Background: an optimization exercise with open tools, aiming at small area and a short achievable clock period. Do not read the settings as production practice.
Where RTL was checked, it was by simulation tests only, not by an equivalence proof against the original.
No activity file was given, so power comes from the tool's default toggle rates.

== willow ==
## TaskInjector
module TaskInjector
#(
    parameter logic [31:0] INJECTOR_ADDRESS = 32'hE0000000,
    parameter              FLIT_SIZE        = 32,
    parameter              INJECT_MAPPER    = 0
)
(
    input  logic                     clk_i,
    input  logic                     rst_ni,
    input  logic                     src_eoa_i,
    input  logic                     src_rx_i,
    output logic                     src_credit_o,
    input  logic [(FLIT_SIZE - 1):0] src_data_i,
    input  logic [15:0]              mapper_address_i,
    output logic                     noc_tx_o,
    output logic                     noc_eop_o,
    input  logic                     noc_credit_i,
    output logic [(FLIT_SIZE - 1):0] noc_data_o,
    input  logic                     noc_rx_i,
    input  logic                     noc_eop_i,
    output logic                     noc_credit_o,
    input  logic [(FLIT_SIZE - 1):0] noc_data_i
);
    localparam MAX_IN_SIZE = 260;   
    localparam ADDR_FIRST  = 6;     
    localparam N_ADDR      = MAX_IN_SIZE - ADDR_FIRST;
    localparam I_IDLE     = 0;
    localparam I_HASH     = 1;
    localparam I_TASK_CNT = 2;
    localparam I_SEND_DSC = 3;
    localparam I_MAP      = 4;
    localparam I_TXT_SZ   = 5;
    localparam I_DATA_SZ  = 6;
    localparam I_BSS_SZ   = 7;
    localparam I_ENTRY    = 8;
    localparam I_SEND_TSK = 9;
    localparam I_NEXT_TSK = 10;
    localparam I_WAIT_CMP = 11;
    localparam I_SEND_EOA = 12;
    localparam I_FINISHED = 13;
    localparam S_IDLE     = 0;
    localparam S_DATA_AV  = 1;
    localparam S_REQUEST  = 2;
    localparam S_WAIT_REQ = 3;
    localparam S_PACKET   = 4;
    localparam S_FINISHED = 5;
    localparam R_IDLE     = 0;
    localparam R_PACKET   = 1;
    localparam R_SERVICE  = 2;
    localparam R_DELIVERY = 3;
    localparam R_DROP     = 4;
    localparam R_WAIT_REQ = 5;
    localparam R_WAIT_DLV = 6;
    localparam R_WAIT_ALC = 7;
    localparam R_MAP_CMP  = 8;
    logic [13:0] is_q, is_d;
  ...
Size: roughly 12000 cells after synthesis, ~4600 flip-flops.
export LEC_CHECK = 0
export ABC_CLOCK_PERIOD_IN_PS = 1000
export CAP_MARGIN = 20
export CORE_MARGIN = 2
export CORE_UTILIZATION = 55
export CTS_CLUSTER_DIAMETER = 60
export CTS_CLUSTER_SIZE = 25
export SETUP_SLACK_MARGIN = 2.75
export SLEW_MARGIN = 20
export TNS_END_PERCENT = 5
create_clock -name core_clock -period 5.5 [get_ports {clk_i}]
standard.sh (not shown) runs the stock make flow with config.mk's settings and CLKGATE_MAP_FILE= SYNTH_SCRIPT=/design/flow/synth_recipe.tcl, a recipe that flattens the netlist after the stock synthesis.
==> flow/flow/run.sh <==
#!/bin/bash
# The standard layout (standard.sh), unchanged except that the input and
# output port buffers are plain buffers (buf_4) instead of the delay buffer
# that buffer_ports picks on its own. The make output goes to standard_flow.log;
# ORFS keeps each step's log under orfs/logs/.
set -euo pipefail
export BUFFER_PORTS_ARGS="-buffer_cell sky130_fd_sc_hd__buf_4"
bash standard.sh > standard_flow.log 2>&1
Looking at the reports, willow completed the entire flow and the layout it produced met the timing, design-rule and antenna checks.
Modified inputs, raven compared to willow
--- a/flow/design.v
+++ b/flow/design.v
@@ -382,37 +382,48 @@
         else if (accept && !pass_dq)
             hdr_oh_d = {hdr_oh[7:0], 1'b0};
         else
             hdr_oh_d = hdr_oh;
     end
     logic [17:0] remain, remain_d;
     logic [17:0] remain_dec;
     assign remain_dec = remain - 1'b1;
-    logic [18:0] txt_words_x, len_x;
+    logic [18:0] txt_words_x;
     logic [17:0] txt_words;
     logic [17:0] len_q;
-    logic        data_rnd;
-    assign data_rnd    = |data_sz[1:0];
+    logic        len_c_q;
+    logic        len_lo_step, len_hi_step;
+    logic [17:0] len_add;      
+    logic        len_cin;
+    logic [9:0]  len_lo;
+    logic [8:0]  len_hi;
     assign txt_words_x = {txt_sz[17:2], (|txt_sz[1:0])} + {18'd6, (|txt_sz[1:0])};
     assign txt_words   = txt_words_x[18:1];
-    assign len_x       = is_q[I_BSS_SZ]
-                       ? {remain, data_rnd} + {data_sz[17:2], data_rnd}
-                       : {remain, 1'b0} + {9'd0, task_cnt, 2'b00};
+    assign len_lo_step = is_q[I_BSS_SZ] || (is_q[I_SEND_DSC] && ss_q[S_IDLE]);
+    assign len_hi_step = is_q[I_ENTRY]  || (is_q[I_SEND_DSC] && ss_q[S_DATA_AV]);
+    assign len_add     = is_q[I_SEND_DSC] ? 18'({task_cnt, 1'b0}) : 18'(data_sz[17:2]);
+    assign len_cin     = !is_q[I_SEND_DSC] && (|data_sz[1:0]);
+    assign len_lo      = 10'(remain[8:0]) + 10'(len_add[8:0]) + 10'(len_cin);
+    assign len_hi      = remain[17:9] + len_add[17:9] + 9'(len_c_q);
     always_ff @(posedge clk_i) begin
-        if (is_q[I_BSS_SZ] || (is_q[I_SEND_DSC] && ss_q[S_IDLE]))
-            len_q <= len_x[18:1];
+        if (len_lo_step) begin
+            len_q[8:0] <= len_lo[8:0];
+            len_c_q    <= len_lo[9];
+        end
+        if (len_hi_step)
+            len_q[17:9] <= len_hi;
     end
     always_comb begin
         remain_d = remain;
         if (is_q[I_HASH])
             remain_d = 18'(data_sz[16:0]) + 18'd3;
         else if (is_q[I_DATA_SZ])
             remain_d = txt_words;
-        else if (is_q[I_ENTRY])
+        else if (is_q[I_SEND_TSK] && ss_q[S_IDLE])
             remain_d = len_q;
         else if (is_q[I_SEND_DSC] && ss_q[S_WAIT_REQ])
             remain_d = len_q + 18'd4;
         else if (ss_q[S_PACKET] && accept)
             remain_d = remain_dec;
     end
     logic last_d;
     always_comb begin
## What came out
willow → raven: depth of the most critical reg-to-reg path -7, internal power component -0.73%, mux cell area share after synthesis ~0 delta, sequential power ~0 delta, register-to-register slack +0.03 ns.
Relative to willow, number of cells produced by synthesis has decreased by 187 in raven.
raven vs. willow: fraction of the mapped netlist area in compound gates went down by 0.33 points.
[raven vs willow] placeable core region: lower in raven
Comparing the two runs side by side, raven comes out behind willow on wire length.
raven ended up with a higher detailed-routed wire length on met2 than willow did.
Taking willow as the reference, in raven highest net fanout along the worst path up 12; combinational power down 13%; core utilization flat; sequential fraction of total cell area up 0.42 points.
The RTL of willow was laid out without a check of its function.

## v9
TaskInjector, a different RTL version from the one above (not shown whole).
Size: about 12,000 cells after synthesis, ~120 I/O pins, roughly 130,000 um2 of cells after synthesis.
// TaskInjector
module TaskInjector
#(
    parameter logic [31:0] INJECTOR_ADDRESS = 32'hE0000000,
    parameter              FLIT_SIZE        = 32,
    parameter              INJECT_MAPPER    = 0
)
(
    input  logic                     clk_i,
    input  logic                     rst_ni,
    input  logic                     src_eoa_i,
    input  logic                     src_rx_i,
    output logic                     src_credit_o,
    input  logic [(FLIT_SIZE - 1):0] src_data_i,
    input  logic [15:0]              mapper_address_i,
    output logic                     noc_tx_o,
    output logic                     noc_eop_o,
    input  logic                     noc_credit_i,
    output logic [(FLIT_SIZE - 1):0] noc_data_o,
    input  logic                     noc_rx_i,
    input  logic                     noc_eop_i,
    output logic                     noc_credit_o,
    input  logic [(FLIT_SIZE - 1):0] noc_data_i
);
Settings: LEC_CHECK=0, ABC_CLOCK_PERIOD_IN_PS=1500, CAP_MARGIN=20, CORE_MARGIN=2, CORE_UTILIZATION=55, CTS_CLUSTER_DIAMETER=60, CTS_CLUSTER_SIZE=25, SETUP_SLACK_MARGIN=2.75, SLEW_MARGIN=20, TNS_END_PERCENT=5; clock period 5.5 ns.
Scripts as last shown in full above: flow/flow/run.sh
The inputs of v11 differ from those of v9 as listed below.
diff --git a/flow/design.v b/flow/design.v
--- a/flow/design.v
+++ b/flow/design.v
@@ -73,25 +73,25 @@
     logic [5:0]  ss_r;
     logic [8:0]  rs_r;
     assign is_q = is_r ^ 14'(1 << I_IDLE);
     assign ss_q = ss_r ^ 6'(1 << S_IDLE);
     assign rs_q = rs_r ^ 9'(1 << R_IDLE);
     logic pass_q;     
     logic pass_dq;    
     logic tx_dq;
     logic tx_q;       
-    logic credit_nq; 
+    logic credit_q;   
     logic last_q;     
     logic rx_en_q;    
     logic [31:0] hdr_q;   
     logic [31:0] pm_q;    
     assign noc_tx_o     = (pass_q & src_rx_i)     | tx_q;
-    assign src_credit_o = (pass_q & noc_credit_i) | ~credit_nq;
+    assign src_credit_o = (pass_q & noc_credit_i) | credit_q;
     assign noc_eop_o    = noc_credit_i & last_q;
     assign noc_data_o   = (src_data_i & pm_q) | hdr_q;
     assign noc_credit_o = rx_en_q;
     logic accept;
     logic sent;
     assign accept = ((pass_dq & src_rx_i) | tx_dq) & noc_credit_i;
     assign sent   = accept & last_q;
     logic [8:0] in_idx, in_idx_d;
     logic       in_wr;
@@ -495,27 +495,27 @@
         hdr_end_q <= (hdr_idx_d == hdr_size - 1'b1);
     end
     always_ff @(posedge clk_i or negedge rst_ni) begin
         if (!rst_ni) begin
             ss_r     <= '0;
             hdr_idx  <= '0;
             remain   <= '0;
             pass_q   <= 1'b0;
             tx_q     <= 1'b0;
-            credit_nq <= 1'b0;
+            credit_q <= 1'b1;
             last_q   <= 1'b0;
         end
         else begin
             ss_r     <= ss_d ^ 6'(1 << S_IDLE);
             hdr_idx  <= hdr_idx_d;
             remain   <= remain_d;
             pass_q   <= pass_d;
             tx_q     <= tx_d;
-            credit_nq <= !(!ss_d[S_PACKET] && (
+            credit_q <= !ss_d[S_PACKET] && (
                             is_d[I_IDLE]   || is_d[I_HASH]    || is_d[I_TASK_CNT] ||
                             is_d[I_TXT_SZ] || is_d[I_DATA_SZ] || is_d[I_BSS_SZ]   ||
                             is_d[I_ENTRY]
-                        ));
+                        );
             last_q   <= last_d;
         end
     end
 endmodule
--- outcome ---
[compare] base=v9 new=v11: fraction of area in registers closely matched the old numbers, area growth from synthesis to layout closely matched the old numbers, via count increased by 0.53% relative to the old numbers, worst path setup slack after routing decreased by 0.012 ns relative to the old numbers, total DRC errors in the routed layout closely matched the old numbers. v11 ended with more post-route clock period utilization than v9. Taking v11 as 1.0, v9 lands at 0.947 on first-iteration DRC count. v9 and v11 ended up with roughly the same multiplexer share of the synthesized area. The final reports for v11 and v9 show final routed wirelength across all metal layers higher in the former. Taking v9 as the reference, in v11 combinational power share higher; global-route usage up 0.38 points.
Only the layout flow was run in v11; the RTL was not checked for function there.

==> port drivers added, routing unchanged <==
The results above use ideal ports. As a check the final layouts listed here were re-extracted and re-timed, cells and wires unchanged.
Step 1: set_driving_cell puts a clkbuf_16 on clk_i and a buf_2 on each other input, an assumption about the parent block.
Step 2 also shifts input and output timing later by t, the mid clock arrival at the registers, as if the neighbouring blocks saw the same clock.
Slacks: no drivers / after step 1 / after step 2; pairs: no drivers / after step 1.
run	t (ns)	slack for setup (ns)	hold WS [ns]	worst data-port slew with drivers (ns)	pins driven straight from the clock port
willow	0.985	2.570 / 2.570 / 2.191	0.247 / 0.193 / 0.359	0.09	1
raven	0.980	2.604 / 2.603 / 2.262	0.208 / 0.155 / 0.357	0.15	1
v9	0.968	2.611 / 2.610 / 2.031	0.198 / 0.148 / 0.326	0.11	1
v11	0.972	2.600 / 2.562 / 1.876	0.154 / 0.209 / 0.330	0.14	1
After both steps every run listed still meets setup and hold. For v11, which loses most, drivers alone change the setup slack by -0.038 ns; drivers and shift together by -0.724 ns.
